Background: an optimization exercise with open tools, aiming at small area and a short achievable clock period. Do not read the settings as production practice.
Where RTL was checked, it was by simulation tests only, not by an equivalence proof against the original.
No activity file was given, so power comes from the tool's default toggle rates.

## main
Design project3Top, start of the top module:
module project3Top(CLOCK_50, SW, KEY, LED, HEX0, HEX1, HEX2, HEX3, HEX4, HEX5);
	input        CLOCK_50;
	input  [9:0] SW;
	input  [2:0] KEY;
	output [9:0] LED;
	output [6:0] HEX0, HEX1, HEX2, HEX3, HEX4, HEX5;
	wire        reset;
	wire [3:0]  push_num;
	reg  [23:0] num;      
	reg         mode;     
	reg  [3:0]  ks;       
	reg  [11:0] y;        
	assign reset = KEY[1];
	SW2dec F1 (.switches(SW), .dec(push_num), .leds(LED));
	seven_seg_driver S0(num[3:0],HEX0);
	seven_seg_driver S1(num[7:4],HEX1);
	seven_seg_driver S2(num[11:8],HEX2);
	seven_seg_driver S3(num[15:12],HEX3);
	seven_seg_driver S4(num[19:16],HEX4);
	seven_seg_driver S5(num[23:20],HEX5);
	wire push = ks[3];
	wire sqrt = ks[1];
	wire [1:0] push_next = {ks[2] & KEY[2], ~ks[3] & ~KEY[2]};
	wire [1:0] sqrt_next = {ks[0] & KEY[0], ~ks[1] & ~KEY[0]};
	wire [15:0] diff;
	wire        b1, b3;
	newton F2 (.r(num[15:0]), .y(y), .d(diff), .b1(b1), .b3(b3));
	wire [3:0] ph = ks;
	wire sub   = (ph == 4'd2) | (ph == 4'd4) | (ph == 4'd6);
	wire ge    = (ph == 4'd2) ? ~b1 : (~b3 | ((ph == 4'd6) & num[16]));
	wire take  = mode & sub & ge;
	wire rot   = (ph <= 4'd5);
	wire outd  = (ph >= 4'd9) & (ph <= 4'd11);
	wire ysh   = (ph == 4'd1) | (ph == 4'd3) | (ph == 4'd5) | (ph == 4'd9) | (ph == 4'd10);
  ...
Size: about 370 cells after synthesis, ~41 flip-flops, about 66 I/O pins.
==> module SW2dec, before the edit <==
module SW2dec (switches, dec, leds);
	input  [9:0] switches;
	output [9:0] leds;
	output [3:0] dec;
	wire [9:0] s = switches;
	wire n01 = ~(s[0] | s[1]);
	wire n23 = ~(s[2] | s[3]);
	wire n45 = ~(s[4] | s[5]);
	wire n67 = ~(s[6] | s[7]);
	wire n89 = ~(s[8] | s[9]);
	assign leds[0] = s[0] | (n01 & n23 & n45 & n67 & n89);
	assign leds[1] = s[1] & ~s[0];
	assign leds[2] = s[2] & n01;
	assign leds[3] = s[3] & ~s[2] & n01;
	assign leds[4] = s[4] & n01 & n23;
	assign leds[5] = s[5] & ~s[4] & n01 & n23;
	assign leds[6] = s[6] & n01 & n23 & n45;
	assign leds[7] = s[7] & ~s[6] & n01 & n23 & n45;
	assign leds[8] = s[8] & n01 & n23 & n45 & n67;
	assign leds[9] = s[9] & ~s[8] & n01 & n23 & n45 & n67;
	assign dec[0] = |(leds & 10'b0001101100);
	assign dec[1] = |(leds & 10'b1111101100);
	assign dec[2] = |(leds & 10'b0010001110);
	assign dec[3] = |(leds & 10'b1010111010);
endmodule
==> module project3Top, before the edit <==
module project3Top(CLOCK_50, SW, KEY, LED, HEX0, HEX1, HEX2, HEX3, HEX4, HEX5);
	input        CLOCK_50;
	input  [9:0] SW;
	input  [2:0] KEY;
	output [9:0] LED;
	output [6:0] HEX0, HEX1, HEX2, HEX3, HEX4, HEX5;
	wire        reset;
	wire [3:0]  push_num;
	reg  [23:0] num;      
	reg         mode;     
	reg  [3:0]  ks;       
	reg  [11:0] y;        
	assign reset = KEY[1];
	SW2dec F1 (.switches(SW), .dec(push_num), .leds(LED));
	seven_seg_driver S0(num[3:0],HEX0);
	seven_seg_driver S1(num[7:4],HEX1);
	seven_seg_driver S2(num[11:8],HEX2);
	seven_seg_driver S3(num[15:12],HEX3);
	seven_seg_driver S4(num[19:16],HEX4);
	seven_seg_driver S5(num[23:20],HEX5);
	wire push = ks[3];
	wire sqrt = ks[1];
	wire [1:0] push_next = {ks[2] & KEY[2], ~ks[3] & ~KEY[2]};
	wire [1:0] sqrt_next = {ks[0] & KEY[0], ~ks[1] & ~KEY[0]};
	wire [15:0] diff;
	wire        b1, b3;
	newton F2 (.r(num[15:0]), .y(y), .d(diff), .b1(b1), .b3(b3));
	wire [3:0] ph = ks;
	wire sub   = (ph == 4'd2) | (ph == 4'd4) | (ph == 4'd6);
	wire ge    = (ph == 4'd2) ? ~b1 : (~b3 | ((ph == 4'd6) & num[16]));
	wire take  = mode & sub & ge;
	wire rot   = (ph <= 4'd5);
	wire outd  = (ph >= 4'd9) & (ph <= 4'd11);
	wire ysh   = (ph == 4'd1) | (ph == 4'd3) | (ph == 4'd5) | (ph == 4'd9) | (ph == 4'd10);
	wire done  = (ph == 4'd12);
	wire shift = ~mode ? (push & ~sqrt & (num[23:20] == 4'd0)) : (~take & ~done);
	wire [3:0] qd, top_bcd;
	qdig Q (.u({y[11], y[10:8]}), .c(qd));
	conv C (.c(num[23:20]), .d(top_bcd));
	wire [3:0] ins = ~mode ? push_num : rot ? top_bcd : outd ? qd : 4'd0;
	always @(posedge CLOCK_50 or negedge reset) begin
		if (reset == 1'b0) begin
			mode <= 1'b0;
			ks   <= 4'd0;
			num  <= 24'h000000;
		end else begin
			if (~mode) begin
				if (sqrt) begin
					mode <= 1'b1;
					ks   <= 4'd0;
				end else
					ks <= {push_next, sqrt_next};
			end else if (~take & ~done)
				ks <= ks + 4'd1;
			if (shift)
				num <= {num[19:0], ins};
			else if (take) begin
				num[15:0] <= diff;
				num[16]   <= num[16] & ~b3;
			end
		end
	end
	always @(posedge CLOCK_50) begin
		if (~mode)
			y <= 12'd0;            
		else if (take) begin
			y[2:0] <= (y[2:0] == 3'd4) ? 3'd0 : y[2:0] + 3'd1;
			y[3]   <= y[3] | (y[2:0] == 3'd4);
		end else if (ysh)
			y <= {y[7], y[6:3], y[2:0], 1'b0, 3'd0};
	end
endmodule
export LEC_CHECK = 0
export ABC_CLOCK_PERIOD_IN_PS = 120000
export CAP_MARGIN = 20
export CORE_MARGIN = 2
export CORE_UTILIZATION = 40
export SETUP_SLACK_MARGIN = 5
export SLEW_MARGIN = 20
create_clock -name core_clock -period 120.0 [get_ports {CLOCK_50}]
standard.sh (not shown) runs the stock make flow with config.mk's settings and CLKGATE_MAP_FILE= SYNTH_SCRIPT=/design/flow/synth_recipe.tcl, a recipe that flattens the netlist after the stock synthesis.
==> flow/flow/run.sh <==
#!/bin/bash
# Own layout flow: the standard ORFS flow, with these changes:
#  - synthesis maps logic with ABC scripts of our own (flow/abc_pass.tcl):
#    delay-oriented for the SW -> LED cone, area-oriented for the rest,
#    and without the half/full-adder cell extraction;
#  - the port buffers are buf_1 cells;
#  - clock tree synthesis adds no dummy loads.
# Registers, floorplan, power grid, placement and routing are the standard flow's.
set -euo pipefail
W=$(pwd)
F=$W/flow

# ORFS's synth.tcl, with its abc call replaced by flow/abc_pass.tcl
sed 's#^\( *\)log_cmd abc {\*}$abc_args#\1set ::own_flow_dir '"$F"'\n\1source '"$F"'/abc_pass.tcl#' \
  "$FLOW_HOME/scripts/synth.tcl" > "$W/own_synth.tcl"
grep -q "abc_pass.tcl" "$W/own_synth.tcl"
sed 's#source \$::env(SCRIPTS_DIR)/synth.tcl#source '"$W"'/own_synth.tcl#' "$W/synth_recipe.tcl" > "$W/own_synth_recipe.tcl"
grep -q own_synth.tcl "$W/own_synth_recipe.tcl"

bash "$W/standard.sh" ADDER_MAP_FILE= SYNTH_SCRIPT="$W/own_synth_recipe.tcl" \
  "BUFFER_PORTS_ARGS=-buffer_cell sky130_fd_sc_hd__buf_1" \
  "CTS_ARGS=-sink_clustering_enable -repair_clock_nets -dont_use_dummy_load" finish > "$W/orfs_flow.log" 2>&1
==> flow/flow/abc.script <==
strash
&get -n
&deepsyn -J 1000
&put
dch -f
amap
topo
==> flow/flow/abc_fast.script <==
strash
dch -f
map {D}
topo
buffer -p
upsize {D}
dnsize {D}
==> flow/flow/abc_pass.tcl <==
# Replaces ORFS's single abc call (sourced from own_synth.tcl).
# The LED outputs' cone (combinational from SW, the paths that set the
# achieved period) gets a delay-oriented mapping; the rest an area one.
set fast_args [lreplace $abc_args 1 1 $::own_flow_dir/abc_fast.script]
set i [lsearch -exact $fast_args -D]
if {$i >= 0} { set fast_args [lreplace $fast_args $i [expr {$i+1}]] }
lappend fast_args -D 100
log_cmd abc {*}$fast_args w:LED %ci*
set abc_args [lreplace $abc_args 1 1 $::own_flow_dir/abc.script]
log_cmd abc {*}$abc_args
--- input diff main..the feature branch ---
--- a/flow/design.v
+++ b/flow/design.v
@@ -1,26 +1,18 @@
 module SW2dec (switches, dec, leds);
 	input  [9:0] switches;
 	output [9:0] leds;
 	output [3:0] dec;
-	wire [9:0] s = switches;
-	wire n01 = ~(s[0] | s[1]);
-	wire n23 = ~(s[2] | s[3]);
-	wire n45 = ~(s[4] | s[5]);
-	wire n67 = ~(s[6] | s[7]);
-	wire n89 = ~(s[8] | s[9]);
-	assign leds[0] = s[0] | (n01 & n23 & n45 & n67 & n89);
-	assign leds[1] = s[1] & ~s[0];
-	assign leds[2] = s[2] & n01;
-	assign leds[3] = s[3] & ~s[2] & n01;
-	assign leds[4] = s[4] & n01 & n23;
-	assign leds[5] = s[5] & ~s[4] & n01 & n23;
-	assign leds[6] = s[6] & n01 & n23 & n45;
-	assign leds[7] = s[7] & ~s[6] & n01 & n23 & n45;
-	assign leds[8] = s[8] & n01 & n23 & n45 & n67;
-	assign leds[9] = s[9] & ~s[8] & n01 & n23 & n45 & n67;
+	wire [9:0] below;    
+	assign below[0] = 1'b0;
+	genvar k;
+	generate for (k = 1; k < 10; k = k + 1) begin : pre
+		assign below[k] = below[k-1] | switches[k-1];
+	end endgenerate
+	assign leds[0]   = switches[0] | ~(below[9] | switches[9]);
+	assign leds[9:1] = switches[9:1] & ~below[9:1];
 	assign dec[0] = |(leds & 10'b0001101100);
 	assign dec[1] = |(leds & 10'b1111101100);
 	assign dec[2] = |(leds & 10'b0010001110);
 	assign dec[3] = |(leds & 10'b1010111010);
 endmodule
 module seven_seg_driver(din, HEX);
@@ -113,13 +105,13 @@
 	wire [3:0] ph = ks;
 	wire sub   = (ph == 4'd2) | (ph == 4'd4) | (ph == 4'd6);
 	wire ge    = (ph == 4'd2) ? ~b1 : (~b3 | ((ph == 4'd6) & num[16]));
 	wire take  = mode & sub & ge;
 	wire rot   = (ph <= 4'd5);
 	wire outd  = (ph >= 4'd9) & (ph <= 4'd11);
-	wire ysh   = (ph == 4'd1) | (ph == 4'd3) | (ph == 4'd5) | (ph == 4'd9) | (ph == 4'd10);
+	wire ysh   = ~mode | (ph == 4'd1) | (ph == 4'd3) | (ph == 4'd5) | (ph == 4'd9) | (ph == 4'd10);
 	wire done  = (ph == 4'd12);
 	wire shift = ~mode ? (push & ~sqrt & (num[23:20] == 4'd0)) : (~take & ~done);
 	wire [3:0] qd, top_bcd;
 	qdig Q (.u({y[11], y[10:8]}), .c(qd));
 	conv C (.c(num[23:20]), .d(top_bcd));
 	wire [3:0] ins = ~mode ? push_num : rot ? top_bcd : outd ? qd : 4'd0;
@@ -143,15 +135,13 @@
 				num[15:0] <= diff;
 				num[16]   <= num[16] & ~b3;
 			end
 		end
 	end
 	always @(posedge CLOCK_50) begin
-		if (~mode)
-			y <= 12'd0;            
-		else if (take) begin
+		if (take) begin
 			y[2:0] <= (y[2:0] == 3'd4) ? 3'd0 : y[2:0] + 3'd1;
 			y[3]   <= y[3] | (y[2:0] == 3'd4);
 		end else if (ysh)
 			y <= {y[7], y[6:3], y[2:0], 1'b0, 3'd0};
 	end
 endmodule
--- outcome ---
- Comparing the feature branch with main, the global routing met3 resource utilization came out essentially unchanged.
- Per the comparison of the feature branch with main, fraction of power spent switching nets now sits lower; register-to-register path setup slack now larger; antenna cell count essentially unchanged; first-pass GRT wire length increased by about 0.6% relative to the old numbers.
- Of main and the feature branch, the feature branch shows the higher non-clock buffer total of the final layout, with main below it.
- Compare main and the feature branch | net count after synthesis lower: the feature branch
- Delta (the feature branch minus main): horizontal extent of the die up about 0.8%, die area up about 1.6%.
- Of main and the feature branch, the run reporting the higher area taken by flip-flops and latches was the feature branch.
- Max final cycle utilization of the critical path across main and the feature branch: the feature branch
- Re non-filler instance count after layout: the feature branch is about 2.4% down on main.
Function not checked in the feature branch: the RTL went through the layout flow alone.

-- port drivers added, routing unchanged --
No port has a modelled driver above. Below, the same layouts with a new extraction and two added sets of constraints.
Step 1 (the two cells are an assumption about what drives the block):
set clk [get_ports {CLOCK_50}]
set_driving_cell -lib_cell sky130_fd_sc_hd__clkbuf_16 $clk
set_driving_cell -lib_cell sky130_fd_sc_hd__buf_2 [delete_from_list [all_inputs] $clk]
Step 2, shift: input delay + t, output delay - t, t = (earliest + latest rising clock arrival at the registers) / 2. This alone moves slack from input paths to output paths.
Slacks: no drivers / after step 1 / after step 2; pairs: no drivers / after step 1.
| run | t, ns | setup WS [ns] | hold slack, ns | worst data-port slew with drivers (ns) | cell pins on the clock port's net |
|---|---|---|---|---|---|
| main | 0.319 | 71.210 / 71.189 / 71.189 | 0.522 / 0.522 / 0.522 | 0.03 | 1 |
| the feature branch | 0.309 | 70.940 / 70.921 / 70.921 | 0.474 / 0.474 / 0.474 | 0.03 | 1 |
After both steps setup and hold are still met in every run listed. For main, which loses most, drivers alone change the setup slack by -0.021 ns; drivers and shift together by -0.021 ns.
